Background: an optimization exercise with open tools, aiming at small area and a short achievable clock period. Do not read the settings as production practice.
Where RTL was checked, it was by simulation tests only, not by an equivalence proof against the original.

==> run a <==
## pe
module pe (
    input wire clk,
    input wire rst,
    input wire [15:0] act,
    input wire [15:0] wgt,
    input wire store,
    input wire reuse,
    input wire [3:0] addr,
    input wire update_out,
    output reg [31:0] out
);
export LEC_CHECK = 0
export CAP_MARGIN = 20
export CORE_MARGIN = 2
export CORE_UTILIZATION = 55
export SETUP_SLACK_MARGIN = 5
export SLEW_MARGIN = 20
export SYNTH_HIERARCHICAL = 1
create_clock -name core_clock -period 11.0 [get_ports {clk}]
standard.sh (not shown) runs the stock make flow with config.mk's settings and CLKGATE_MAP_FILE= SYNTH_SCRIPT=/design/flow/synth_recipe.tcl, a recipe that flattens the netlist after the stock synthesis.
==> flow/flow/run.sh <==
#!/bin/bash
# Layout flow. Synthesis is the standard synthesis, unchanged. After the floorplan,
# every combinational cell is set to its smallest drive strength (downsize.tcl); the rest
# is the standard layout, with the ports buffered by buf_2 cells and timing repair
# aiming at 6 ns of setup slack, so that it upsizes only the cells the timing needs.
# After the global-route repair, recover.tcl sets cells back to smaller drive strengths
# where that does not lower the worst setup slack (recover_hook.tcl).
# Each step's full output goes to its own log file in this folder.
set -euo pipefail
here=$(pwd)
bash standard.sh synth > synth.log 2>&1
bash standard.sh floorplan > floorplan.log 2>&1
odb=$(ls $here/orfs/results/*/pe/base/2_floorplan.odb)
DS_ODB=$odb openroad -no_init -exit flow/downsize.tcl > downsize.log 2>&1
bash standard.sh 'BUFFER_PORTS_ARGS=-buffer_cell sky130_fd_sc_hd__buf_2' SETUP_SLACK_MARGIN=6 POST_GLOBAL_ROUTE_TCL=$here/flow/recover_hook.tcl finish > layout.log 2>&1
==> flow/flow/recover.tcl <==
# Area recovery after timing repair: try each combinational cell at a smaller drive
# strength, least critical first, and keep the change only if the worst setup slack does
# not drop (by more than 5 ps in all) and the max-slew and max-capacitance checks keep a
# 20% margin (or what they had).
# est is the estimate_parasitics mode in use at this point of the flow.
proc pe_recover_est {est} {
  estimate_parasitics $est
}
proc pe_recover_area {est} {
  set db [ord::get_db]
  set block [ord::get_db_block]
  pe_recover_est $est
  set wns0 [sta::worst_slack_cmd max]
  set floor [expr {$wns0 - 0.005e-9}]
  set slew0 [sta::max_slew_violation_count]
  set cap0 [sta::max_capacitance_violation_count]
  set slewlim [expr {min(0.2, [sta::max_slew_check_slack_limit])}]
  set caplim [expr {min(0.2, [sta::max_capacitance_check_slack_limit])}]
  set cands {}
  foreach inst [$block getInsts] {
    set name [[$inst getMaster] getName]
    if {![regexp {^sky130_fd_sc_hd__(\w+)_(\d+)$} $name -> base drive]} { continue }
    if {[regexp {^(dfxtp|dfxbp|dfrtp|dfrbp|dfstp|dfsbp|edfxtp|sdfxtp|tapvpwrvgnd|conb|clkbuf|clkinv|clkdlybuf4s50|decap|fill)} $base]} { continue }
    if {$drive <= 1} { continue }
    set pin_slack 1.0
    foreach it [$inst getITerms] {
      if {[$it isOutputSignal]} {
        set p [get_pins -quiet [$inst getName]/[[$it getMTerm] getName]]
        if {$p ne ""} { set pin_slack [get_property $p slack_max] }
      }
    }
    lappend cands [list $pin_slack $inst $base $drive]
  }
  set cands [lsort -real -decreasing -index 0 $cands]
  set n 0
  foreach c $cands {
    lassign $c s inst base drive
    set orig [[$inst getMaster] getName]
    foreach d {0 1 2 4 6 8} {
      if {$d >= $drive} { break }
      set m [$db findMaster "sky130_fd_sc_hd__${base}_$d"]
      if {$m eq "NULL" || $m eq ""} { continue }
      replace_cell [$inst getName] "sky130_fd_sc_hd__${base}_$d"
      pe_recover_est $est
      if {[sta::worst_slack_cmd max] >= $floor && [sta::max_slew_violation_count] <= $slew0
          && [sta::max_capacitance_violation_count] <= $cap0
          && [sta::max_slew_check_slack_limit] >= $slewlim
          && [sta::max_capacitance_check_slack_limit] >= $caplim} {
        incr n
        break
      }
      replace_cell [$inst getName] $orig
      pe_recover_est $est
    }
  }
  puts "area recovery: downsized $n of [llength $cands] cells, worst slack [sta::worst_slack_cmd max] (was $wns0)"
}
==> flow/flow/recover_hook.tcl <==
# POST_GLOBAL_ROUTE hook: area recovery (recover.tcl) after the global-route timing
# repair, with the nets of resized cells routed again incrementally.
source [file join [file dirname [info script]] recover.tcl]
global_route -start_incremental
pe_recover_area -global_routing
global_route -end_incremental
estimate_parasitics -global_routing
report_worst_slack -max -digits 3
write_guides $::env(RESULTS_DIR)/route.guide
Other scripts of this flow, unchanged in this note and not shown: flow/flow/downsize.tcl
==> run b: changes against run a <==
==> flow/flow/recover.tcl (replaced) <==
# Area recovery after timing repair: try each combinational cell at a smaller drive
# strength, least critical first, and keep the change only if the worst setup slack
# does not drop below what repair reached.
proc pe_recover_area {} {
  set db [ord::get_db]
  set block [ord::get_db_block]
  set wns0 [sta::worst_slack_cmd max]
  set floor [expr {$wns0 - 0.005e-9}]
  set cands {}
  foreach inst [$block getInsts] {
    set name [[$inst getMaster] getName]
    if {![regexp {^sky130_fd_sc_hd__(\w+)_(\d+)$} $name -> base drive]} { continue }
    if {[regexp {^(dfxtp|dfxbp|dfrtp|dfrbp|dfstp|dfsbp|edfxtp|sdfxtp|tapvpwrvgnd|conb|clkbuf|clkinv|clkdlybuf4s50|decap|fill)} $base]} { continue }
    if {$drive <= 1} { continue }
    set pin_slack 1.0
    foreach it [$inst getITerms] {
      if {[$it isOutputSignal]} {
        set p [get_pins -quiet [$inst getName]/[[$it getMTerm] getName]]
        if {$p ne ""} { set pin_slack [get_property $p slack_max] }
      }
    }
    lappend cands [list $pin_slack $inst $base $drive]
  }
  set cands [lsort -real -decreasing -index 0 $cands]
  set n 0
  foreach c $cands {
    lassign $c s inst base drive
    set orig [[$inst getMaster] getName]
    foreach d {0 1 2 4 6 8} {
      if {$d >= $drive} { break }
      set m [$db findMaster "sky130_fd_sc_hd__${base}_$d"]
      if {$m eq "NULL" || $m eq ""} { continue }
      replace_cell [$inst getName] "sky130_fd_sc_hd__${base}_$d"
      estimate_parasitics -placement
      if {[sta::worst_slack_cmd max] >= $floor} { incr n; break }
      replace_cell [$inst getName] $orig
      estimate_parasitics -placement
    }
  }
  puts "area recovery: downsized $n of [llength $cands] cells, worst slack [sta::worst_slack_cmd max] (was $wns0)"
}
--- a/flow/flow/recover_hook.tcl
+++ b/flow/flow/recover_hook.tcl
@@ -4,3 +4,3 @@
 global_route -start_incremental
-pe_recover_area -global_routing
+pe_recover_area
 global_route -end_incremental
Settings changed: CORE_UTILIZATION 55 to 60, PLACE_DENSITY from default to 0.75.
==> metrics.cfg <==
[placed_design]
pre_cts_ws_ns = 4.80
dp.cells = 1824

[critical_path]
path_cells = buf_12, a22oi_1, xnor2_1, fa_1, fa_1, fa_1, fa_1, fa_1, ha_2, and4_1, and2_0, a22oi_2, buf_2, a21oi_4, or4_1, nand3_2, mux2i_1, nor2_1
crit_buf_inv = 2
crit_required_ns = 11.38
rrSetupSlack_ns = 5.75
crit_cells = 18
cp.arrival_ns = 5.63
endpoint = out[26]

[run_status]
status = timing/DRC/antenna clean

[grt]
grtUsageMet2_pct = 45.5

[drt]
met1_length_um = 20800

[final_layout]
clock_area_share_pct = 3.16

[sta]
slew_headroom_pct = 24.8

[end of results for run a]
==> metrics.cfg <==
[run_status]
status = finished with violations
so.violations = capacitance limit, slew limit

[critical_path]
crit_cells = 19
cp.arrival_ns = 5.68
endpoint = out[23]
path_cells = buf_8, and2_0, fa_1, fa_1, fa_1, fa_1, fa_1, ha_2, o21ai_1, o21bai_2, buf_4, buf_2, nor3_2, a211oi_1, buf_2, mux2i_1, nand3_1, mux2i_1, nor2_1
rrSetupSlack_ns = 5.56

[run]
drv_cap = 5

[drt]
met1_length_um = 17700

[placed_design]
dp.cells = 1772

[sta]
slew_violations = 155
slew_headroom_pct = -102

[final_layout]
clock_area_share_pct = 3.32

[grt]
grtUsageMet2_pct = 49.9

[end of results for run b]

---

==> run R <==
pe, a different RTL version from the one above (not shown whole).
==> flow/design.v (excerpt) <==
module pe (
    input wire clk,
    input wire rst,
    input wire [15:0] act,
    input wire [15:0] wgt,
    input wire store,
    input wire reuse,
    input wire [3:0] addr,
    input wire update_out,
    output reg [31:0] out
);
    reg [31:0] acc_s;
    reg [31:0] acc_c;
    reg [15:0] r1, r2, r3;        
    reg start;
    wire [31:0] acc = acc_s + acc_c;
    wire a0 = addr == 4'd0;
    wire a1 = addr == 4'd1;
    wire a2 = addr == 4'd2;
    wire a3 = addr == 4'd3;
    wire sw = ~rst & ~reuse;
    wire s0 = ~rst & reuse & a0;
    wire s1 = ~rst & reuse & a1;
    wire s2 = ~rst & reuse & a2;
    wire s3 = ~rst & reuse & a3;
    wire [31:0] B;
    assign B[15:0] = ({16{sw}} & wgt) | ({16{s0}} & acc[15:0]) | ({16{s1}} & r1)
                   | ({16{s2}} & r2) | ({16{s3}} & r3);
    assign B[31:16] = {16{s0}} & acc[31:16];
    wire keep = ~rst & ~start;
    wire [31:0] acc_s_g = {32{keep}} & acc_s;
    wire [31:0] acc_c_g = {32{keep}} & acc_c;
    wire [17:0] ax = {1'b0, act, 1'b0};
    wire [7:0] one, two, neg;
    genvar g;
    generate for (g = 0; g < 8; g = g + 1) begin : enc
        assign one[g] = ax[2*g+1] ^ ax[2*g];
        assign two[g] = (ax[2*g+2] & ~ax[2*g+1] & ~ax[2*g]) | (~ax[2*g+2] & ax[2*g+1] & ax[2*g]);
        assign neg[g] = ax[2*g+2];
    end endgenerate
    wire [32:0] Bx = {B, 1'b0};
    wire [31:0] pp0;
    wire [29:0] pp1;
    wire [27:0] pp2;
    wire [25:0] pp3;
    wire [23:0] pp4;
    wire [21:0] pp5;
    wire [19:0] pp6;
    wire [17:0] pp7;
    generate for (g = 0; g < 32; g = g + 1) begin : pp
        if (g < 32) pe_bsel b0 (.one(one[0]), .two(two[0]), .neg(neg[0]), .b1(Bx[g+1]), .b0(Bx[g]), .p(pp0[g]));
        if (g < 30) pe_bsel b1 (.one(one[1]), .two(two[1]), .neg(neg[1]), .b1(Bx[g+1]), .b0(Bx[g]), .p(pp1[g]));
  ...
Settings: LEC_CHECK=0, CAP_MARGIN=20, CORE_MARGIN=2, CORE_UTILIZATION=40, SLEW_MARGIN=20, SYNTH_HIERARCHICAL=1; clock period 11.0 ns.
run.sh (not shown) runs the stock make flow with config.mk's settings and CLKGATE_MAP_FILE= SYNTH_SCRIPT=/design/flow/synth_recipe.tcl, a recipe that flattens the netlist after the stock synthesis.
Stock flow here: none of the scripts above is used.
==> inputs of run G, as changes to run R <==
CORE_UTILIZATION = 55   (was 40)
SETUP_SLACK_MARGIN = 3   (was not set)
==> inputs of run Z, as changes to run R <==
CORE_UTILIZATION = 55   (was 40)
SETUP_SLACK_MARGIN = 5   (was not set)
==> notes <==
Run G produced a clean layout. Run Z finished clean. Run R completed with no timing, DRC or antenna violations. The highest fmax belongs to run Z, the lowest to run R. In run G the non-clock buffer count is lower than in run Z, by 91. Global-route usage, highest first: run Z, run G, run R. The highest final cell count belongs to run R, the lowest to run G. In area after synthesis, run Z and run G do not differ. In run Z the via count is larger than in run R, by about 7%. Final area: run G < run R < run Z. Of run R and run G, run G has the higher critical path depth (gap 1). First-iteration DRC count, highest first: run Z, run R, run G.
==> figures <==
| metric | run G | run R | run Z |
|---|---|---|---|
| Final routed wirelength across all metal layers | 47770 um | 50360 um | 54700 um |
| Filler Cells Inserted | 2375 | 3581 | 2054 |
| GPL Wtd Cong | 0.8985 | 0.8893 | 0.8688 |
| PostCTS Resize Cnt | 0 | 0 | 125 |
| Highest attainable clock frequency | 136.0 MHz | 135.9 MHz | 163.6 MHz |
| Most frequent cell on the critical path | sky130_fd_sc_hd__fa_1 | sky130_fd_sc_hd__fa_1 | sky130_fd_sc_hd__fa_2 |
| Clock tree buffer count of the final layout | 19 | 17 | 17 |
| Layout net count | 1859 | 1863 | 1951 |
| Horizontal extent of the die | 172.6 um | 201.7 um | 172.6 um |
| Critical register-to-register path startpoint | acc_s[9]$_DFF_P_ | acc_s[10]$_DFF_P_ | acc_s[9]$_DFF_P_ |
| Number of multi-input combinational cells in the layout | 1263 | 1263 | 1264 |
| Unrepaired setup endpoints after global routing | false | false | true |
| Setup Fix Bufs, Post-CTS | 0 | 0 | 56 |
| Routed wl met2 | 23080 um | 22780 um | 24560 um |
| Post-route standard cell area excluding fillers | 17800 um2 | 17940 um2 | 19550 um2 |
| Outcome | complete, no violations | complete, no violations | complete, no violations |
| Reg2Reg Setup Slack | 4.63 ns | 4.56 ns | 5.09 ns |
| Endpoint with the worst hold slack | r1[7]$_SDFFE_PP0P_ | r3[12]$_SDFFE_PP0P_ | r1[4]$_SDFFE_PP0P_ |
| Fraction of area in non-clock buffers | 5.959% | 5.956% | 11.24% |
| WL/cell | 24.35 um | 23.91 um | 26.64 um |
Function was not checked in any run of this note: the RTL went through the layout flow alone.

re-timing with driven ports:
Ports are ideal in the flow. The routed layouts listed here were re-timed in OpenROAD. Step 1, drivers: a clkbuf_16 drives clk and a buf_2 each remaining input, both assumed. Step 2 times the ports against the registers' clock, not the clock port: input delays grow and output delays shrink by t, the midpoint of the rising clock arrivals with the driver on. a / b / c = ideal / step 1 / step 2; a / b = the first two.
run	t (ns)	setup slack, ns	worst setup path after step 2
run a	0.493	5.751 / 5.751 / 5.751	register to register
run b	0.482	5.565 / 5.564 / 5.564	register to register
run R	0.505	3.640 / 3.664 / 3.159	input to register
run G	0.475	3.648 / 3.664 / 3.189	input to register
run Z	0.491	4.889 / 4.826 / 4.335	input to register
The setup slack of run Z, which loses most, moves by -0.063 ns with the drivers and by -0.554 ns with both steps.
